Context: an optimization exercise on an open-source flow, tuned for small area. The choices shown serve that exercise and are no tape-out recipe. Function was checked by simulation only, so behaviour that the tests miss may differ from the original. Power and IR drop assume default switching activity.

== job 8779 ==
==> flow/design.v (excerpt) <==
module accel (
   input                      clk,
   input                      rst_n,
   input                      spi_clk_out,
   output           [7:0]     HEX0,
   output           [7:0]     HEX1,
   output           [7:0]     HEX2,
   output           [7:0]     HEX3,
   output           [7:0]     HEX4,
   output           [7:0]     HEX5,
   input            [1:0]     KEY,
   output           [9:0]     LEDR,
   input            [9:0]     SW,
   output                     GSENSOR_CS_N,
   output                     GSENSOR_SCLK,
   output                     GSENSOR_SDI,
   input                      GSENSOR_SDO
   );
Settings: LEC_CHECK=0, ABC_AREA=1, CAP_MARGIN=20, CORE_MARGIN=2, CORE_UTILIZATION=60, SLEW_MARGIN=20; clock period 32.0 ns.
standard.sh (not shown) runs the stock make flow with config.mk's settings and CLKGATE_MAP_FILE= SYNTH_SCRIPT=/design/flow/synth_recipe.tcl, a recipe that flattens the netlist after the stock synthesis.
==> flow/flow/run.sh <==
#!/bin/bash
# 1. the standard synthesis.
# 2. Its combinational logic re-mapped for area by yosys/abc with four abc
#    scripts (flow/abc_*.abc), in parallel; the flip-flops keep their cells
#    and names. The smallest result that a SAT proof shows equivalent to the
#    standard synthesis is kept (else the standard synthesis itself).
# 3. Full-adder polarities chosen to need fewer inverters (flow/fafix.py),
#    kept only if a SAT proof shows it equivalent too.
# 4. the standard layout of that netlist, with no dummy loads in the clock
#    tree, clkbuf_16 clock buffers in clusters of up to 30 sinks, and buf_1
#    port buffers.
# Each tool writes its full output to a log file here.
set -euo pipefail
HERE=$(pwd)
PLAT=$FLOW_HOME/platforms/$FLOW_PLATFORM
LIB=$PLAT/lib/sky130_fd_sc_hd__tt_025C_1v80.lib
RES=$HERE/orfs/results/$FLOW_PLATFORM/accel/base
YOSYS=$FLOW_HOME/../tools/install/yosys/bin/yosys
[[ -x $YOSYS ]] || YOSYS=yosys

bash standard.sh synth > 1_standard_synth.log 2>&1
cp "$RES/1_2_yosys.v" std_synth.v

python3 flow/genmap.py "$LIB" > cellmap.v 2> 2_genmap.log
DONTUSE=$(sed -n '/DONT_USE_CELLS +=/,/^#/p' "$PLAT/config.mk" | grep -oE 'sky130_fd_sc_hd__[A-Za-z0-9_]+' | sed 's/^/-dont_use /' | tr '\n' ' ')

# equiv GOLD GATE LOG: SAT proof that two netlists are equivalent
equiv() {
  python3 flow/cutflops.py "$1" "${1%.v}_cut.v" >> "$3" 2>&1 &&
  python3 flow/cutflops.py "$2" "${2%.v}_cut.v" >> "$3" 2>&1 &&
  sed -e "s#@TOP@#$FLOW_TOP#g" -e "s#@GOLD@#${1%.v}_cut.v#g" -e "s#@GATE@#${2%.v}_cut.v#g" \
      flow/eq.ys.in > "${3%.log}.ys" &&
  timeout 600 "$YOSYS" -s "${3%.log}.ys" >> "$3" 2>&1 &&
  grep -q "SAT proof finished - no model found: SUCCESS" "$3"
}

for v in a b c d; do
  sed -e "s#@LIB@#$LIB#g" -e "s#@PLAT@#$PLAT#g" -e "s#@TOP@#$FLOW_TOP#g" \
      -e "s#@ABC@#$HERE/flow/abc_$v.abc#g" -e "s#@DONTUSE@#$DONTUSE#g" \
      -e "s#@NAME@#reopt_$v#g" flow/reopt.ys.in > reopt_$v.ys
  ( timeout 900 "$YOSYS" -s reopt_$v.ys > 3_reopt_${v}_yosys.log 2>&1 || true ) &
done
wait

NETLIST=$HERE/std_synth.v
for v in $(for v in a b c d; do
             a=$(grep -oE "Chip area for module .*: [0-9.]+" reopt_${v}_stat.txt 2>/dev/null | awk '{print $NF}')
             [[ -n "$a" && -s reopt_$v.v ]] && echo "$a $v"
           done | sort -g | awk '{print $2}'); do
  if equiv std_synth.v reopt_$v.v 4_equiv_reopt_$v.log; then
    NETLIST=$HERE/reopt_$v.v
    break
  fi
done
echo "after re-mapping: $NETLIST" > 5_netlist_choice.log

if python3 flow/fafix.py "$NETLIST" fafix.v > 6_fafix.log 2>&1 &&
   equiv "$NETLIST" fafix.v 7_equiv_fafix.log; then
  NETLIST=$HERE/fafix.v
fi
echo "for the layout: $NETLIST" >> 5_netlist_choice.log

bash standard.sh clean_synth > 8_clean_synth.log 2>&1
bash standard.sh SYNTH_NETLIST_FILES="$NETLIST" \
   "CTS_ARGS=-sink_clustering_enable -repair_clock_nets -dont_use_dummy_load -buf_list sky130_fd_sc_hd__clkbuf_16 -sink_clustering_size 30 -sink_clustering_max_diameter 100" \
   "BUFFER_PORTS_ARGS=-buffer_cell sky130_fd_sc_hd__buf_1" \
   finish > 9_standard_layout.log 2>&1
Other scripts of this flow, unchanged in this note and not shown: flow/flow/abc_a.abc, flow/flow/abc_b.abc, flow/flow/abc_c.abc, flow/flow/abc_d.abc, flow/flow/cutflops.py, flow/flow/eq.ys.in, flow/flow/fafix.py, flow/flow/genmap.py, flow/flow/reopt.ys.in
Setup changes, job 8779 to job 292
-- flow/flow/run.sh --
<<< job 8779, line 63
bash standard.sh clean_synth > 8_clean_synth.log 2>&1
bash standard.sh SYNTH_NETLIST_FILES="$NETLIST" \
   "CTS_ARGS=-sink_clustering_enable -repair_clock_nets -dont_use_dummy_load -buf_list sky130_fd_sc_hd__clkbuf_16 -sink_clustering_size 30 -sink_clustering_max_diameter 100" \
   "BUFFER_PORTS_ARGS=-buffer_cell sky130_fd_sc_hd__buf_1" \
   finish > 9_standard_layout.log 2>&1
>>> job 292, line 63
bash standard.sh clean_synth > 8_clean_synth.log 2>&1
bash standard.sh SYNTH_NETLIST_FILES="$NETLIST" \
   "CTS_ARGS=-sink_clustering_enable -repair_clock_nets -dont_use_dummy_load -buf_list {sky130_fd_sc_hd__clkbuf_8 sky130_fd_sc_hd__clkbuf_16} -sink_clustering_size 30 -sink_clustering_max_diameter 100" \
   "BUFFER_PORTS_ARGS=-buffer_cell sky130_fd_sc_hd__buf_1" \
   finish > 9_standard_layout.log 2>&1
Results
Looking at job 8779 and job 292, the overall power is a wash. Going from job 8779 to job 292, first-iteration DRC count did not really move; total core area did not really move. Comparing job 8779 with job 292, the register fraction of the total cell area came out essentially unchanged. Per the comparison of job 292 with job 8779, overall track demand over capacity in global routing roughly the same, switching power as a share of total power roughly the same.
> inputs changed (job 292 -> job 3927)
-- flow/flow/run.sh --
<<< job 292, line 63
bash standard.sh clean_synth > 8_clean_synth.log 2>&1
bash standard.sh SYNTH_NETLIST_FILES="$NETLIST" \
   "CTS_ARGS=-sink_clustering_enable -repair_clock_nets -dont_use_dummy_load -buf_list {sky130_fd_sc_hd__clkbuf_8 sky130_fd_sc_hd__clkbuf_16} -sink_clustering_size 30 -sink_clustering_max_diameter 100" \
   "BUFFER_PORTS_ARGS=-buffer_cell sky130_fd_sc_hd__buf_1" \
   finish > 9_standard_layout.log 2>&1
>>> job 3927, line 63
bash standard.sh clean_synth > 8_clean_synth.log 2>&1
bash standard.sh SYNTH_NETLIST_FILES="$NETLIST" \
   "CTS_ARGS=-sink_clustering_enable -repair_clock_nets -dont_use_dummy_load -buf_list sky130_fd_sc_hd__clkbuf_16 -sink_clustering_size 34 -sink_clustering_max_diameter 80" \
   "BUFFER_PORTS_ARGS=-buffer_cell sky130_fd_sc_hd__buf_1" \
   finish > 9_standard_layout.log 2>&1
## What came out
Overall power consumption of job 3927 is on par with job 292. Job 3927: PASS, flow complete, no timing, DRC or antenna violations. From job 292 to job 3927 the numbers moved as follows: routed wire length higher, clock network latency to the later pin of the worst-skew pair roughly the same.
> inputs changed (job 3927 -> job 7837)
-- flow/flow/run.sh --
<<< job 3927, line 1
#!/bin/bash
# 1. the standard synthesis.
# 2. Its combinational logic re-mapped for area by yosys/abc with four abc
#    scripts (flow/abc_*.abc), in parallel; the flip-flops keep their cells
#    and names. The smallest result that a SAT proof shows equivalent to the
#    standard synthesis is kept (else the standard synthesis itself).
>>> job 7837, line 1
#!/bin/bash
# 1. the standard synthesis.
# 2. Its combinational logic re-mapped for area by yosys/abc with eight abc
#    scripts (flow/abc_*.abc), four at a time; the flip-flops keep their cells
#    and names. The smallest result that a SAT proof shows equivalent to the
#    standard synthesis is kept (else the standard synthesis itself).
<<< job 3927, line 35
}

for v in a b c d; do
  sed -e "s#@LIB@#$LIB#g" -e "s#@PLAT@#$PLAT#g" -e "s#@TOP@#$FLOW_TOP#g" \
      -e "s#@ABC@#$HERE/flow/abc_$v.abc#g" -e "s#@DONTUSE@#$DONTUSE#g" \
      -e "s#@NAME@#reopt_$v#g" flow/reopt.ys.in > reopt_$v.ys
  ( timeout 900 "$YOSYS" -s reopt_$v.ys > 3_reopt_${v}_yosys.log 2>&1 || true ) &
done
wait

NETLIST=$HERE/std_synth.v
for v in $(for v in a b c d; do
             a=$(grep -oE "Chip area for module .*: [0-9.]+" reopt_${v}_stat.txt 2>/dev/null | awk '{print $NF}')
             [[ -n "$a" && -s reopt_$v.v ]] && echo "$a $v"
>>> job 7837, line 35
}

VARIANTS="a b c d L0 L6 L8 L9"
run_variant() {
  sed -e "s#@LIB@#$LIB#g" -e "s#@PLAT@#$PLAT#g" -e "s#@TOP@#$FLOW_TOP#g" \
      -e "s#@ABC@#$HERE/flow/abc_$1.abc#g" -e "s#@DONTUSE@#$DONTUSE#g" \
      -e "s#@NAME@#reopt_$1#g" flow/reopt.ys.in > reopt_$1.ys
  timeout 900 "$YOSYS" -s reopt_$1.ys > 3_reopt_$1_yosys.log 2>&1 || true
}
for v in a b c d; do run_variant $v & done
wait
for v in L0 L6 L8 L9; do run_variant $v & done
wait

NETLIST=$HERE/std_synth.v
for v in $(for v in $VARIANTS; do
             a=$(grep -oE "Chip area for module .*: [0-9.]+" reopt_${v}_stat.txt 2>/dev/null | awk '{print $NF}')
             [[ -n "$a" && -s reopt_$v.v ]] && echo "$a $v"
<<< job 3927, line 63
bash standard.sh clean_synth > 8_clean_synth.log 2>&1
bash standard.sh SYNTH_NETLIST_FILES="$NETLIST" \
   "CTS_ARGS=-sink_clustering_enable -repair_clock_nets -dont_use_dummy_load -buf_list sky130_fd_sc_hd__clkbuf_16 -sink_clustering_size 34 -sink_clustering_max_diameter 80" \
   "BUFFER_PORTS_ARGS=-buffer_cell sky130_fd_sc_hd__buf_1" \
   finish > 9_standard_layout.log 2>&1
>>> job 7837, line 67
bash standard.sh clean_synth > 8_clean_synth.log 2>&1
bash standard.sh SYNTH_NETLIST_FILES="$NETLIST" \
   "CTS_ARGS=-sink_clustering_enable -repair_clock_nets -dont_use_dummy_load -buf_list sky130_fd_sc_hd__clkbuf_16 -sink_clustering_size 30 -sink_clustering_max_diameter 100" \
   "BUFFER_PORTS_ARGS=-buffer_cell sky130_fd_sc_hd__buf_1" \
   finish > 9_standard_layout.log 2>&1
==> flow/flow/abc_L0.abc (new file) <==
strash; dc2; &get -n; &deepsyn -T 60 -S 0; &put; dc2; &get -n; &deepsyn -T 60 -S 20; &put; dc2; dch -f; amap; topo
==> flow/flow/abc_L6.abc (new file) <==
strash; dc2; &get -n; &deepsyn -T 60 -S 6; &put; dc2; &get -n; &deepsyn -T 60 -S 26; &put; dc2; dch -f; amap; topo
==> flow/flow/abc_L8.abc (new file) <==
strash; dc2; &get -n; &deepsyn -T 60 -S 8; &put; dc2; &get -n; &deepsyn -T 60 -S 28; &put; dc2; dch -f; amap; topo
==> flow/flow/abc_L9.abc (new file) <==
strash; dc2; &get -n; &deepsyn -T 60 -S 9; &put; dc2; &get -n; &deepsyn -T 60 -S 29; &put; dc2; dch -f; amap; topo
Results
In the tables for job 7837 and job 3927, internal power of the cells reads higher with job 3927.
Relative to job 3927, area after synthesis has gone down in job 7837.
Re antenna diode instance count: no difference whatsoever between job 3927 and job 7837.
Compared with job 3927, job 7837 shows a core utilization that is 0.27 points lower.

========
Another version of the RTL of accel (not shown whole).
Size in the first run: ~2000 cells after synthesis, about 410 flip-flops.
Settings: LEC_CHECK=0, ABC_AREA=1, CAP_MARGIN=20, CORE_MARGIN=2, CORE_UTILIZATION=60, SLEW_MARGIN=20; clock period 32.0 ns.
==> flow/flow/run.sh <==
#!/bin/bash
# Standard layout with different clock tree options (no dummy loads, smaller
# clock buffers) and the smallest buffer on the ports.
set -euo pipefail
bash standard.sh "CTS_ARGS=-sink_clustering_enable -repair_clock_nets -dont_use_dummy_load -buf_list sky130_fd_sc_hd__clkbuf_8 -sink_clustering_size 20 -sink_clustering_max_diameter 60" "BUFFER_PORTS_ARGS=-buffer_cell sky130_fd_sc_hd__buf_1" finish > standard_flow.log 2>&1
Next try:
==> flow/run.sh (new file) <==
#!/bin/bash
# synth_recipe.tcl (not shown) runs the flow's synth.tcl, then flattens the netlist and writes it again
# the make line also repeats each setting of config.mk as NAME=value (left out here)
make -C /OpenROAD-flow-scripts/flow DESIGN_CONFIG=/design/flow/config.mk WORK_HOME=/design/flow/orfs CLKGATE_MAP_FILE= SYNTH_SCRIPT=/design/flow/synth_recipe.tcl finish
CORE_UTILIZATION = 40   (was 60)
removed: flow/flow/run.sh
removed: flow/standard.sh
The new run completed without violations. Power came out higher by 33%. Worst setup slack degrades by 270 ps. Routed wire length came out higher by 4.0%. Register-to-register slack improves by 120 ps. Global-route usage came out lower by 7.3 points.
Next try:
CORE_UTILIZATION = 60   (was 40)
CTS_BUF_LIST = sky130_fd_sc_hd__clkbuf_8   (was not set)
CTS_CLUSTER_SIZE = 30   (was not set)
What happened:
- The changed run passed the timing, DRC and antenna checks
- first-iteration DRC count grows by 1.8%
- final area shrinks by 1.3%
- wire length grows by 0.42%
- global-route usage grows by 8.6 points
- total power shrinks by 2.7%
- combinational power grows by about 2%
- via count grows by 1.2%
- die area shrinks by 33%

## separate check: timing with driven ports
Ports are ideal in the flow. The routed layouts listed here were re-timed in OpenROAD. Step 1 (the two cells are an assumption about what drives the block):
set clk [get_ports {clk}]
set_driving_cell -lib_cell sky130_fd_sc_hd__clkbuf_16 $clk
set_driving_cell -lib_cell sky130_fd_sc_hd__buf_2 [delete_from_list [all_inputs] $clk]
Step 2, shift: input delay + t, output delay - t, t = (earliest + latest rising clock arrival at the registers) / 2. This alone moves slack from input paths to output paths. Three values: ideal ports, drivers, drivers and shift; two values: the first two.
| run | shift t [ns] | setup WS [ns] | worst slew at a driven data input, ns |
|---|---|---|---|
| job 8779 | 0.547 | 13.991 / 13.942 / 14.489 | 0.04 |
| job 292 | 0.547 | 13.991 / 13.942 / 14.489 | 0.04 |
| job 3927 | 0.545 | 13.990 / 13.941 / 14.486 | 0.04 |
| job 7837 | 0.558 | 14.190 / 14.137 / 14.695 | 0.06 |
| the first run of note 2 | 0.631 | 14.516 / 14.484 / 14.484 | 0.04 |
| the second run of note 2 | 0.609 | 14.250 / 14.151 / 14.151 | 0.10 |
| the third run of note 2 | 0.631 | 13.866 / 13.832 / 13.832 | 0.04 |
After both steps every run listed still meets setup and hold. The setup slack of the second run of note 2, which loses most, moves by -0.099 ns with the drivers and by -0.099 ns with both steps.
